Source: an optimization exercise on an open RTL-to-GDS flow (aim: small area, a short achievable clock period and few clock cycles per item). Production flows keep margins and buffers that such runs may drop.
Power and IR drop assume default switching activity.

Setup of before:
// divide
module divide(clk, rst, new_inp, dvdend, len_a, dvsor, len_b, quotient, remainder, count_add, count_sub, done);
	input clk;
	input rst;
	input new_inp;
	input [31:0] dvdend, dvsor;
	input [4:0] len_a, len_b;
	output [31:0] quotient, remainder;
	output reg done;
	output reg [4:0] count_add, count_sub;
	reg [30:0] q;       
	reg [30:0] r;       
	reg z;              
	reg [30:0] h;       
	reg [3:0] m;        
	wire bz = (dvsor[30:0] == 31'd0);
	wire lt = len_a < len_b;
	wire [3:0] fs = len_a[4:1] - len_b[4:1] - {3'd0, len_b[0] & ~len_a[0]};
	wire [30:0] sh1 = fs[0] ? {dvsor[28:0], 2'b00} : dvsor[30:0];
	wire [30:0] sh2 = fs[1] ? {sh1[26:0], 4'h0} : sh1;
	wire [30:0] sh3 = fs[2] ? {sh2[22:0], 8'h00} : sh2;
	wire [30:0] h0 = fs[3] ? {sh3[14:0], 16'h0000} : sh3;
	wire [33:0] xa = {3'b000, r};
	wire [33:0] xb = ~{3'b000, h};
	wire [33:0] xc = ~{2'b00, h, 1'b0};
	wire [33:0] cs_s = xa ^ xb ^ xc;
	wire [33:0] cs_c = {(xa[32:0] & xb[32:0]) | (xa[32:0] & xc[32:0]) | (xb[32:0] & xc[32:0]), 1'b1};
	wire [31:0] a1_a = {1'b0,r};
	wire [31:0] a1_b = ~{1'b0,h};
	wire [31:0] a1_p = a1_a ^ a1_b;
	wire [31:0] a1_g = a1_a & a1_b;
	wire [31:0] a1_t = a1_a | a1_b;
	wire a1_gc = a1_t[0];
	wire a1_n1_g = a1_g[1] | (a1_t[1] & a1_gc);
  ...
For scale: about 0.011 mm^2 of cells after synthesis.
clock: 6.0 ns
lec_check: 0
abc_area: 1
cap_margin: 20
core_margin: 2
core_utilization: 40
setup_slack_margin: 2.8
slew_margin: 20
dont_use_cells: sky130_fd_sc_hd__fa_1 sky130_fd_sc_hd__fa_2 sky130_fd_sc_hd__fa_4 sky130_fd_sc_hd__ha_1 sky130_fd_sc_hd__ha_2 sky130_fd_sc_hd__ha_4
buffer_ports_args: -buffer_cell sky130_fd_sc_hd__buf_1
standard.sh (not shown) runs the stock make flow with config.mk's settings and CLKGATE_MAP_FILE= SYNTH_SCRIPT=/design/flow/synth_recipe.tcl, a recipe that flattens the netlist after the stock synthesis.
==> flow/flow/run.sh <==
#!/bin/bash
# The standard layout (standard.sh: ORFS synthesis and every layout step
# unchanged) with two library choices added to config.mk:
#  - full and half adder cells are not used, so Yosys leaves adders to abc
#    as plain gates (faster than the fa/ha cells);
#  - buffer_ports inserts plain buf_1 port buffers (sized up later by the
#    repair steps where needed) instead of the delay cells it picks by default.
# Make's full output, with every tool's, goes to flow.log; ORFS also keeps
# each step's log under orfs/logs.
set -euo pipefail
cat >> config.mk <<'EOC'
export DONT_USE_CELLS = sky130_fd_sc_hd__fa_1 sky130_fd_sc_hd__fa_2 sky130_fd_sc_hd__fa_4 sky130_fd_sc_hd__ha_1 sky130_fd_sc_hd__ha_2 sky130_fd_sc_hd__ha_4
export BUFFER_PORTS_ARGS = -buffer_cell sky130_fd_sc_hd__buf_1
EOC
bash standard.sh finish > flow.log 2>&1
The inputs of after differ from those of before as listed below.
--- a/flow/design.v
+++ b/flow/design.v
@@ -7,17 +7,17 @@
 	output [31:0] quotient, remainder;
 	output reg done;
 	output reg [4:0] count_add, count_sub;
 	reg [30:0] q;       
 	reg [30:0] r;       
 	reg z;              
 	reg [30:0] h;       
 	reg [3:0] m;        
-	wire bz = (dvsor[30:0] == 31'd0);
+	wire bz = (len_b == 5'd1) & ~dvsor[0];
 	wire lt = len_a < len_b;
 	wire [3:0] fs = len_a[4:1] - len_b[4:1] - {3'd0, len_b[0] & ~len_a[0]};
 	wire [30:0] sh1 = fs[0] ? {dvsor[28:0], 2'b00} : dvsor[30:0];
 	wire [30:0] sh2 = fs[1] ? {sh1[26:0], 4'h0} : sh1;
 	wire [30:0] sh3 = fs[2] ? {sh2[22:0], 8'h00} : sh2;
 	wire [30:0] h0 = fs[3] ? {sh3[14:0], 16'h0000} : sh3;
 	wire [33:0] xa = {3'b000, r};
 	wire [33:0] xb = ~{3'b000, h};
@@ -304,19 +304,23 @@
 	wire [34:0] a3_c = {a3_n44_g, a3_n60_g, a3_n32_g, a3_n59_g, a3_n43_g, a3_n58_g, a3_n36_g, a3_n57_g, a3_n42_g, a3_n56_g, a3_n33_g, a3_n55_g, a3_n41_g, a3_n54_g, a3_n35_g, a3_n53_g, a3_n40_g, a3_n52_g, a3_n30_g, a3_n51_g, a3_n39_g, a3_n50_g, a3_n34_g, a3_n49_g, a3_n38_g, a3_n48_g, a3_n26_g, a3_n47_g, a3_n37_g, a3_n46_g, a3_n18_g, a3_n45_g, a3_n1_g, a3_gc, 1'b1};
 	wire [33:0] a3_s = a3_p ^ a3_c[33:0];
 	wire a3_co = a3_c[34];
 	wire c1 = a1_co;    
 	wire c2 = a2_co;    
 	wire c3 = a3_co;    
 	wire d1 = c2;
 	wire d0 = c3 | (c1 & ~c2);
-	wire [30:0] rn = c3 ? a3_s[30:0] : c2 ? a2_s[30:0] : a1_s[30:0];
-	wire last = (m == 4'd0);
 	wire start = done & new_inp;
+	wire sel3 = ~start & c3;
+	wire sel2 = ~start & c2 & ~c3;
+	wire sel1 = ~start & ~c2;
+	wire [30:0] rn = ({31{start}} & (dvdend[30:0] | {31{bz}})) | ({31{sel3}} & a3_s[30:0])
+		| ({31{sel2}} & a2_s[30:0]) | ({31{sel1}} & a1_s[30:0]);
+	wire last = (m == 4'd0);
 	assign quotient = {z, q};
 	assign remainder = {z, r};
 	always @(posedge clk) begin
 		if (rst)
 			done <= 1'b1;
 		else if (start)
 			done <= bz | lt;
 		else if (!done)
@@ -326,24 +330,24 @@
 		if (done) begin
 			h <= h0;
 			m <= fs;
 		end else begin
 			h <= h >> 2;
 			m <= m - 4'd1;
 		end
 	end
+	always @(posedge clk)
+		if (start | (~done & c1))
+			r <= rn;
 	always @(posedge clk) begin
 		if (start) begin
-			r <= dvdend[30:0] | {31{bz}};
 			q <= {31{bz}};
 			z <= bz;
 			count_add <= (bz | lt | len_a[0] ^ len_b[0]) ? 5'd0 : 5'd31;
 			count_sub <= (bz | lt) ? 5'd0 : 5'd1;
 		end else if (!done) begin
-			if (c1)
-				r <= rn;
 			q <= {q[28:0], d1, d0};
 			count_add <= count_add + {4'd0, ~d1} + {4'd0, ~d0};
 			count_sub <= count_sub + {4'd0, d1} + {4'd0, d0 & ~last};
 		end
 	end
 endmodule
### Flow results
- Between after and before, the difference in area of all placed cells without fillers is negligible.
- Detailed-route wire length is higher on before
- Fraction of layout cells with a size suffix above 1: lower on before
- Going from before to after, post-route minimum period now sits lower, total power per unit cell area saw a decrease, overall power of the completed layout fell by 7.2%.
Function was not checked in any run of this note: the RTL went through the layout flow alone.

==> port drivers added, routing unchanged <==
Ports are ideal in the flow. The routed layouts listed here were re-timed in OpenROAD. Step 1, drivers: a clkbuf_16 drives clk and a buf_2 each remaining input, both assumed. Step 2, shift: input delay + t, output delay - t, t = (earliest + latest rising clock arrival at the registers) / 2. This alone moves slack from input paths to output paths. a / b / c = no drivers / after step 1 / after step 2; a / b = the first two.
| run | t (ns) | setup slack, ns | worst data-port slew with drivers (ns) |
|---|---|---|---|
| before | 0.416 | 2.841 / 2.868 / 2.451 | 0.04 |
| after | 0.409 | 2.851 / 2.879 / 2.470 | 0.06 |
After both steps setup and hold are still met in every run listed. For before, which loses most, drivers alone change the setup slack by +0.027 ns; drivers and shift together by -0.390 ns.
